Source: an optimization exercise on an open RTL-to-GDS flow (aim: small area). Production flows keep margins and buffers that such runs may drop. The RTL was checked by simulation tests, not by an equivalence proof against the original design. Power is estimated from default activity; no workload was simulated.

## red
## Datapath
module Datapath(
    input  wire           clk,
    input  wire           rst,
    input  wire           wr,
    input  wire [2:0]     ALUControl,
    input  wire [1:0]     addr1,
    input  wire [1:0]     addr2,
    input  wire [1:0]     addr3,
    output wire           Zero,
    output wire [31:0]    Result
);
clock: 8.5 ns
lec_check: 0
abc_area: 1
cap_margin: 20
core_margin: 2
core_utilization: 40
slew_margin: 20
standard.sh (not shown) runs the stock make flow with config.mk's settings and CLKGATE_MAP_FILE= SYNTH_SCRIPT=/design/flow/synth_recipe.tcl, a recipe that flattens the netlist after the stock synthesis.
==> flow/flow/run.sh <==
#!/bin/bash
# Own flow: the standard synthesis, then its combinational logic re-mapped
# by ABC with an area-oriented script (flip-flops untouched), then the
# standard layout steps from floorplan to finish.
set -euo pipefail
W=$PWD
R=$W/orfs/results/$FLOW_PLATFORM/Datapath/base
LIB=$FLOW_HOME/platforms/$FLOW_PLATFORM/lib/sky130_fd_sc_hd__tt_025C_1v80.lib

bash standard.sh synth > $W/synth_standard.log 2>&1
cp $R/1_2_yosys.v $W/synth_standard.v

DONTUSE=$(sed -n '/DONT_USE_CELLS +=/,/^#/p' $FLOW_HOME/platforms/$FLOW_PLATFORM/config.mk \
    | grep -o 'sky130_fd_sc_hd__[a-z0-9_]*' | sed 's/^/-dont_use /' | tr '\n' ' ')
sed -e "s#@IN@#$W/synth_standard.v#" -e "s#@OUT@#$W/synth_remap.v#" -e "s#@LIB@#$LIB#g" \
    -e "s#@ABC@#$W/flow/remap.abc#" -e "s#@ZABC@#$W/flow/zero.abc#" -e "s#@DONTUSE@#$DONTUSE#" $W/flow/remap.ys > $W/remap_run.ys
yosys -q -l $W/remap.log $W/remap_run.ys > /dev/null 2>&1

cp $W/synth_remap.v $R/1_2_yosys.v
rm -f $R/1_synth.odb
bash standard.sh synth > $W/synth_odb.log 2>&1
bash standard.sh REMOVE_ABC_BUFFERS=1 \
    "BUFFER_PORTS_ARGS=-buffer_cell sky130_fd_sc_hd__buf_1" \
    "CTS_ARGS=-sink_clustering_enable -repair_clock_nets -root_buf sky130_fd_sc_hd__clkbuf_16 -buf_list sky130_fd_sc_hd__clkbuf_4 -dont_use_dummy_load" \
    finish > $W/layout.log 2>&1
==> flow/flow/remap.ys <==
# Re-map the combinational logic of the standard synthesis netlist with
# ABC; the flip-flops (kept as black boxes) and their names are left exactly
# as the standard synthesis made them. The gates that only feed the Zero
# output (the all-zero detector) are mapped on their own for delay, the
# rest for area.
read_verilog @IN@
read_liberty -overwrite -ignore_miss_func @LIB@
setattr -mod -set blackbox 1 sky130_fd_sc_hd__df* sky130_fd_sc_hd__edf* sky130_fd_sc_hd__sdf* sky130_fd_sc_hd__sedf*
hierarchy -top Datapath
flatten
opt_clean -purge
select -set zc o:Zero %ci*:-sky130_fd_sc_hd__dfxtp_1
select -set oc o:Result %ci*:-sky130_fd_sc_hd__dfxtp_1 t:sky130_fd_sc_hd__dfxtp_1 %ci1 %ci*:-sky130_fd_sc_hd__dfxtp_1 %u
select -set zonly @zc @oc %d
select -set zcells @zonly t:* %i
select -set main t:* @zcells %d
abc -liberty @LIB@ @DONTUSE@ -script @ABC@ @main
read_liberty -lib -overwrite -ignore_miss_func @LIB@
select -clear
abc -liberty @LIB@ @DONTUSE@ -script @ZABC@ @zcells
read_liberty -lib -overwrite -ignore_miss_func @LIB@
select -clear
opt_clean -purge
splitnets
opt_clean -purge
hilomap -singleton -hicell sky130_fd_sc_hd__conb_1 HI -locell sky130_fd_sc_hd__conb_1 LO
insbuf -buf sky130_fd_sc_hd__buf_4 A X
check -assert
stat -liberty @LIB@
select Datapath
write_verilog -noattr -nohex -nodec -selected @OUT@
==> flow/flow/zero.abc <==
strash
&get -n
&b
&nf -R 0
&put
topo
stime -c
Other scripts of this flow, unchanged in this note and not shown: flow/flow/remap.abc
Relative to red, the following input files were edited for blue:
Settings: PLACE_DENSITY now 0.85, previously not set.
-- flow/flow/run.sh --
<<< red, line 15
sed -e "s#@IN@#$W/synth_standard.v#" -e "s#@OUT@#$W/synth_remap.v#" -e "s#@LIB@#$LIB#g" \
    -e "s#@ABC@#$W/flow/remap.abc#" -e "s#@ZABC@#$W/flow/zero.abc#" -e "s#@DONTUSE@#$DONTUSE#" $W/flow/remap.ys > $W/remap_run.ys
yosys -q -l $W/remap.log $W/remap_run.ys > /dev/null 2>&1
>>> blue, line 15
sed -e "s#@IN@#$W/synth_standard.v#" -e "s#@OUT@#$W/synth_remap.v#" -e "s#@LIB@#$LIB#g" \
    -e "s#@ABC@#$W/flow/remap.abc#" -e "s#@DONTUSE@#$DONTUSE#" $W/flow/remap.ys > $W/remap_run.ys
yosys -q -l $W/remap.log $W/remap_run.ys > /dev/null 2>&1
==> flow/flow/remap.ys <==
# Re-map the combinational logic of the standard synthesis netlist with a
# different ABC script; the flip-flops (kept as black boxes) and their
# names are left exactly as the standard synthesis made them.
read_verilog @IN@
read_liberty -overwrite -ignore_miss_func @LIB@
setattr -mod -set blackbox 1 sky130_fd_sc_hd__df* sky130_fd_sc_hd__edf* sky130_fd_sc_hd__sdf* sky130_fd_sc_hd__sedf*
hierarchy -top Datapath
flatten
opt_clean -purge
abc -liberty @LIB@ @DONTUSE@ -script @ABC@
read_liberty -lib -overwrite -ignore_miss_func @LIB@
opt_clean -purge
splitnets
opt_clean -purge
hilomap -singleton -hicell sky130_fd_sc_hd__conb_1 HI -locell sky130_fd_sc_hd__conb_1 LO
insbuf -buf sky130_fd_sc_hd__buf_4 A X
check -assert
stat -liberty @LIB@
select Datapath
write_verilog -noattr -nohex -nodec -selected @OUT@
removed: flow/flow/zero.abc
Cmp blue and red / share of cell area taken by flip-flops and latches / higher: blue. Side by side, final worst-path setup slack turned out lower in blue than in red. blue — area after synthesis about 0.5% lower, red as reference. When the final numbers for blue and red were put side by side, the logic depth of the worst path, buffers included turned out to be smaller in blue.
Input-level comparison between green and blue:
Settings: PLACE_DENSITY changed from 0.85 to 0.5.
Between blue and green, share of power burned in the clock network is lower for blue, green comes in above that. Summed area of non-filler cells in the final layout: green higher than blue. Cmp blue and green / shortest period the worst path allows / higher: blue. Power per cell area (green vs. blue) increases slightly. From blue to green the numbers moved as follows: clock network contribution to total cell area barely changed, final clock period utilization by the worst path dropped 1.6 points, via count dropped 1.4%. Per the comparison of green with blue, number of fillers in the final layout climbed 6.0%; total length of routed met2 wires went up; proportion of cell area occupied by multi-input gates closely matched the old numbers.
diff inputs: green => orange
Settings: PLACE_DENSITY now 0.75, was 0.5; GPL_ROUTABILITY_DRIVEN now 0, previously not set.
## What came out
Wire: orange routes less than green. Relative to green, number of fill cells has decreased by 42 in orange. orange against green: layout cell share with drive strength beyond 1 down 1.5 points, final area down 120 um^2, met3 wire length up about 20%. Minimum clock period after layout: orange > green. When orange is set beside green, its global-route wire length before repair turns out to be 3500 um smaller. Via count of the first global-routing pass, orange and green: smaller value in orange.

Setup of JK:
Datapath again, from the RTL that the note above started with.
Settings: LEC_CHECK=0, ABC_AREA=1, CAP_MARGIN=20, CORE_MARGIN=2, CORE_UTILIZATION=40, PLACE_DENSITY=0.75, SLEW_MARGIN=20; clock period 8.5 ns.
==> flow/flow/run.sh <==
#!/bin/bash
# Own flow: the standard synthesis, then its combinational logic re-mapped
# by ABC with an area-oriented script (flip-flops untouched), then the
# standard layout steps from floorplan to finish.
set -euo pipefail
W=$PWD
R=$W/orfs/results/$FLOW_PLATFORM/Datapath/base
LIB=$FLOW_HOME/platforms/$FLOW_PLATFORM/lib/sky130_fd_sc_hd__tt_025C_1v80.lib

bash standard.sh synth > $W/synth_standard.log 2>&1
cp $R/1_2_yosys.v $W/synth_standard.v

DONTUSE=$(sed -n '/DONT_USE_CELLS +=/,/^#/p' $FLOW_HOME/platforms/$FLOW_PLATFORM/config.mk \
    | grep -o 'sky130_fd_sc_hd__[a-z0-9_]*' | sed 's/^/-dont_use /' | tr '\n' ' ')
sed -e "s#@IN@#$W/synth_standard.v#" -e "s#@OUT@#$W/synth_remap.v#" -e "s#@LIB@#$LIB#g" \
    -e "s#@ABC@#$W/flow/remap.abc#" -e "s#@DONTUSE@#$DONTUSE#" $W/flow/remap.ys > $W/remap_run.ys
yosys -q -l $W/remap.log $W/remap_run.ys > /dev/null 2>&1

cp $W/synth_remap.v $R/1_2_yosys.v
rm -f $R/1_synth.odb
bash standard.sh synth > $W/synth_odb.log 2>&1
bash standard.sh REMOVE_ABC_BUFFERS=1 \
    "BUFFER_PORTS_ARGS=-buffer_cell sky130_fd_sc_hd__buf_1" \
    "CTS_ARGS=-sink_clustering_enable -repair_clock_nets -root_buf sky130_fd_sc_hd__clkbuf_8 -buf_list sky130_fd_sc_hd__clkbuf_4 -dont_use_dummy_load" \
    finish > $W/layout.log 2>&1
==> flow/flow/remap.abc <==
strash
&get -n
&dch -f
&nf -R 1000 -C 32
&put
topo
stime -c
==> flow/flow/remap.ys <==
# Re-map the combinational logic of the standard synthesis netlist with a
# different ABC script; the flip-flops (kept as black boxes) and their
# names are left exactly as the standard synthesis made them.
read_verilog @IN@
read_liberty -overwrite -ignore_miss_func @LIB@
setattr -mod -set blackbox 1 sky130_fd_sc_hd__df* sky130_fd_sc_hd__edf* sky130_fd_sc_hd__sdf* sky130_fd_sc_hd__sedf*
hierarchy -top Datapath
flatten
opt_clean -purge
abc -liberty @LIB@ @DONTUSE@ -script @ABC@
read_liberty -lib -overwrite -ignore_miss_func @LIB@
opt_clean -purge
splitnets
opt_clean -purge
hilomap -singleton -hicell sky130_fd_sc_hd__conb_1 HI -locell sky130_fd_sc_hd__conb_1 LO
insbuf -buf sky130_fd_sc_hd__buf_4 A X
check -assert
stat -liberty @LIB@
select Datapath
write_verilog -noattr -nohex -nodec -selected @OUT@
JK completed every stage of the flow, and the final layout passed the timing, design-rule and antenna checks.
Changes in MS relative to JK:
- PLACE_DENSITY removed (was 0.75)
-- flow/flow/run.sh --
<<< JK, line 22
bash standard.sh REMOVE_ABC_BUFFERS=1 \
    "BUFFER_PORTS_ARGS=-buffer_cell sky130_fd_sc_hd__buf_1" \
    "CTS_ARGS=-sink_clustering_enable -repair_clock_nets -root_buf sky130_fd_sc_hd__clkbuf_8 -buf_list sky130_fd_sc_hd__clkbuf_4 -dont_use_dummy_load" \
    finish > $W/layout.log 2>&1
>>> MS, line 22
bash standard.sh REMOVE_ABC_BUFFERS=1 \
    "BUFFER_PORTS_ARGS=-buffer_cell sky130_fd_sc_hd__buf_1" \
    "CTS_ARGS=-sink_clustering_enable -repair_clock_nets -root_buf sky130_fd_sc_hd__clkbuf_16 -buf_list sky130_fd_sc_hd__clkbuf_4 -dont_use_dummy_load" \
    finish > $W/layout.log 2>&1
## What came out
Side by side, placed wire-length estimate after detailed placement turned out higher in MS than in JK. Between MS and JK, the fraction of the cycle the final worst path needs is lower for MS. Against JK as the reference, MS delivers a lower switching share of total power. MS and JK ended up with nearly the same worst hold slack.
Input-level comparison between AL and MS:
- PLACE_DENSITY: unset -> 0.92
Findings:
AL was carried through to the last stage, and its layout satisfied the timing, design-rule and antenna checks. AL against MS: share of the clock period used by the worst path higher; total net switching power higher; maximum clock rate lower; post-layout net count roughly the same.

Another version of the RTL of Datapath (not shown whole).
For scale: about 920 cells after synthesis, ~45 I/O pins, roughly 7200 sq um of cells after synthesis.
==> flow/config.mk <==
export PLATFORM = sky130hd
export DESIGN_NAME = Datapath
export DESIGN_NICKNAME = Datapath
export VERILOG_FILES = /design/flow/design.v
export SDC_FILE = /design/flow/constraint.sdc
export NUM_CORES = 4
export LEC_CHECK = 0
export ABC_AREA = 1
export CAP_MARGIN = 20
export CORE_MARGIN = 2
export CORE_UTILIZATION = 40
export SETUP_SLACK_MARGIN = 0.05
export SLEW_MARGIN = 20
==> flow/constraint.sdc <==
create_clock -name core_clock -period 8.5 [get_ports {clk}]
set_input_delay 1.7000 -clock core_clock [delete_from_list [all_inputs] [get_ports {clk}]]
set_output_delay 1.7000 -clock core_clock [all_outputs]
set_load 0.01 [all_outputs]
==> flow/flow/run.sh <==
#!/bin/bash
# Own flow: the standard synthesis, then its combinational logic re-mapped
# by ABC with an area-oriented script (flip-flops untouched), then the
# standard layout steps from floorplan to finish.
set -euo pipefail
W=$PWD
R=$W/orfs/results/$FLOW_PLATFORM/Datapath/base
LIB=$FLOW_HOME/platforms/$FLOW_PLATFORM/lib/sky130_fd_sc_hd__tt_025C_1v80.lib

bash standard.sh synth > $W/synth_standard.log 2>&1
cp $R/1_2_yosys.v $W/synth_standard.v

DONTUSE=$(sed -n '/DONT_USE_CELLS +=/,/^#/p' $FLOW_HOME/platforms/$FLOW_PLATFORM/config.mk \
    | grep -o 'sky130_fd_sc_hd__[a-z0-9_]*' | sed 's/^/-dont_use /' | tr '\n' ' ')
sed -e "s#@IN@#$W/synth_standard.v#" -e "s#@OUT@#$W/synth_remap.v#" -e "s#@LIB@#$LIB#g" \
    -e "s#@ABC@#$W/flow/remap.abc#" -e "s#@DONTUSE@#$DONTUSE#" $W/flow/remap.ys > $W/remap_run.ys
yosys -q -l $W/remap.log $W/remap_run.ys > /dev/null 2>&1

cp $W/synth_remap.v $R/1_2_yosys.v
rm -f $R/1_synth.odb
bash standard.sh synth > $W/synth_odb.log 2>&1
bash standard.sh REMOVE_ABC_BUFFERS=1 GPL_KEEP_OVERFLOW=0 \
    "BUFFER_PORTS_ARGS=-buffer_cell sky130_fd_sc_hd__buf_1" \
    "CTS_ARGS=-sink_clustering_enable -repair_clock_nets -root_buf sky130_fd_sc_hd__clkbuf_16 -buf_list sky130_fd_sc_hd__clkbuf_4 -dont_use_dummy_load" \
    finish > $W/layout.log 2>&1
==> flow/flow/remap.abc <==
strash
&get -n
&dch -f
&nf -R 1000
&put
topo
stime -c
Scripts as last shown in full above: flow/flow/remap.ys
Change:
--- a/flow/flow/run.sh
+++ b/flow/flow/run.sh
@@ -21,5 +21,5 @@
 bash standard.sh synth > $W/synth_odb.log 2>&1
-bash standard.sh REMOVE_ABC_BUFFERS=1 GPL_KEEP_OVERFLOW=0 \
+bash standard.sh REMOVE_ABC_BUFFERS=1 \
     "BUFFER_PORTS_ARGS=-buffer_cell sky130_fd_sc_hd__buf_1" \
-    "CTS_ARGS=-sink_clustering_enable -repair_clock_nets -root_buf sky130_fd_sc_hd__clkbuf_16 -buf_list sky130_fd_sc_hd__clkbuf_4 -dont_use_dummy_load" \
+    "CTS_ARGS=-sink_clustering_enable -repair_clock_nets -buf_list sky130_fd_sc_hd__clkbuf_8 -dont_use_dummy_load" \
     finish > $W/layout.log 2>&1
==> flow/flow/remap.abc (replaced) <==
strash
&get -n
&dch -f
&nf -R 60
&put
topo
stime -c
- SETUP_SLACK_MARGIN: 0.05 -> unset
Clock skew is lower by 0.0092 ns; worst setup slack gains 0.092 ns; sequential cell count does not change; total power came out higher by 8.0%; wire length falls by 0.39%; cell count increases by 2.3%; critical path depth fell by 3; global-route usage decreases by 0.54 points; combinational power came out higher by 8.2%; design area is higher by 0.89%.
Change:
==> flow/flow/remap.abc (replaced) <==
strash
&get -n
&dch -f
&nf -R 1000
&put
topo
stime -c
- CORE_UTILIZATION: 40 -> 60
- PLACE_DENSITY: unset -> 0.72
Worst hold slack stays flat.
Final area is lower by 3.4%.
Die area falls by 33%.
Via count climbs by 4.1%.
Worst setup slack got worse by 0.053 ns.
Non-clock buffer count falls by 12.
Synthesized area is lower by 0.59%.
Sequential cell count does not change.
Combinational power is lower by 4.3%.
Change:
--- a/flow/flow/run.sh
+++ b/flow/flow/run.sh
@@ -21,5 +21,2 @@
 bash standard.sh synth > $W/synth_odb.log 2>&1
-bash standard.sh REMOVE_ABC_BUFFERS=1 \
-    "BUFFER_PORTS_ARGS=-buffer_cell sky130_fd_sc_hd__buf_1" \
-    "CTS_ARGS=-sink_clustering_enable -repair_clock_nets -buf_list sky130_fd_sc_hd__clkbuf_8 -dont_use_dummy_load" \
-    finish > $W/layout.log 2>&1
+bash standard.sh "BUFFER_PORTS_ARGS=-buffer_cell sky130_fd_sc_hd__buf_1" finish > $W/layout.log 2>&1
- CORE_UTILIZATION: 60 -> 40
- CTS_BUF_LIST: unset -> sky130_fd_sc_hd__clkbuf_8
- GPL_TIMING_DRIVEN: unset -> 0
- PLACE_DENSITY: 0.72 -> unset
Clock skew falls by 0.011 ns. Fmax barely changes. Setup slack gets better by 0.0096 ns.

-- separate check: timing with driven ports --
Ports are ideal in the flow. The routed layouts listed here were re-timed in OpenROAD. Step 1 (the two cells are an assumption about what drives the block):
set clk [get_ports {clk}]
set_driving_cell -lib_cell sky130_fd_sc_hd__clkbuf_16 $clk
set_driving_cell -lib_cell sky130_fd_sc_hd__buf_2 [delete_from_list [all_inputs] $clk]
Step 2, shift: input delay + t, output delay - t, t = (earliest + latest rising clock arrival at the registers) / 2. This alone moves slack from input paths to output paths. a / b / c = ideal / step 1 / step 2; a / b = the first two.
| run | t, ns | slack for setup (ns) | worst hold slack (ns) | latest minus earliest clock arrival (ns) | worst register clock-pin slew, ns |
|---|---|---|---|---|---|
| red | 0.403 | 0.303 / 0.263 / 0.263 | 0.484 / 0.484 / 0.484 | 0.030 / 0.030 | 0.11 / 0.11 |
| blue | 0.412 | 0.194 / 0.164 / 0.164 | 0.483 / 0.483 / 0.483 | 0.033 / 0.034 | 0.11 / 0.11 |
| green | 0.402 | 0.330 / 0.305 / 0.305 | 0.483 / 0.483 / 0.483 | 0.052 / 0.052 | 0.13 / 0.13 |
| orange | 0.409 | 0.268 / 0.166 / 0.166 | 0.484 / 0.484 / 0.484 | 0.045 / 0.045 | 0.12 / 0.12 |
| JK | 0.474 | 0.361 / 0.318 / 0.318 | 0.479 / 0.479 / 0.479 | 0.050 / 0.050 | 0.12 / 0.12 |
| MS | 0.419 | 0.378 / 0.358 / 0.358 | 0.479 / 0.479 / 0.479 | 0.030 / 0.031 | 0.11 / 0.11 |
| AL | 0.412 | 0.162 / 0.140 / 0.140 | 0.480 / 0.480 / 0.480 | 0.041 / 0.041 | 0.11 / 0.11 |
| the first run of note 3 | 0.421 | 0.152 / 0.102 / 0.102 | 0.487 / 0.487 / 0.487 | 0.036 / 0.035 | 0.12 / 0.12 |
| the second run of note 3 | 0.492 | 0.244 / 0.222 / 0.222 | 0.481 / 0.481 / 0.481 | 0.026 / 0.026 | 0.08 / 0.08 |
| the third run of note 3 | 0.485 | 0.191 / 0.166 / 0.166 | 0.484 / 0.484 / 0.484 | 0.023 / 0.022 | 0.08 / 0.08 |
| the fourth run of note 3 | 0.486 | 0.200 / 0.178 / 0.178 | 0.482 / 0.482 / 0.482 | 0.012 / 0.012 | 0.08 / 0.08 |
After both steps every run listed still meets setup and hold. The setup slack of orange, which loses most, moves by -0.102 ns with the drivers and by -0.102 ns with both steps.
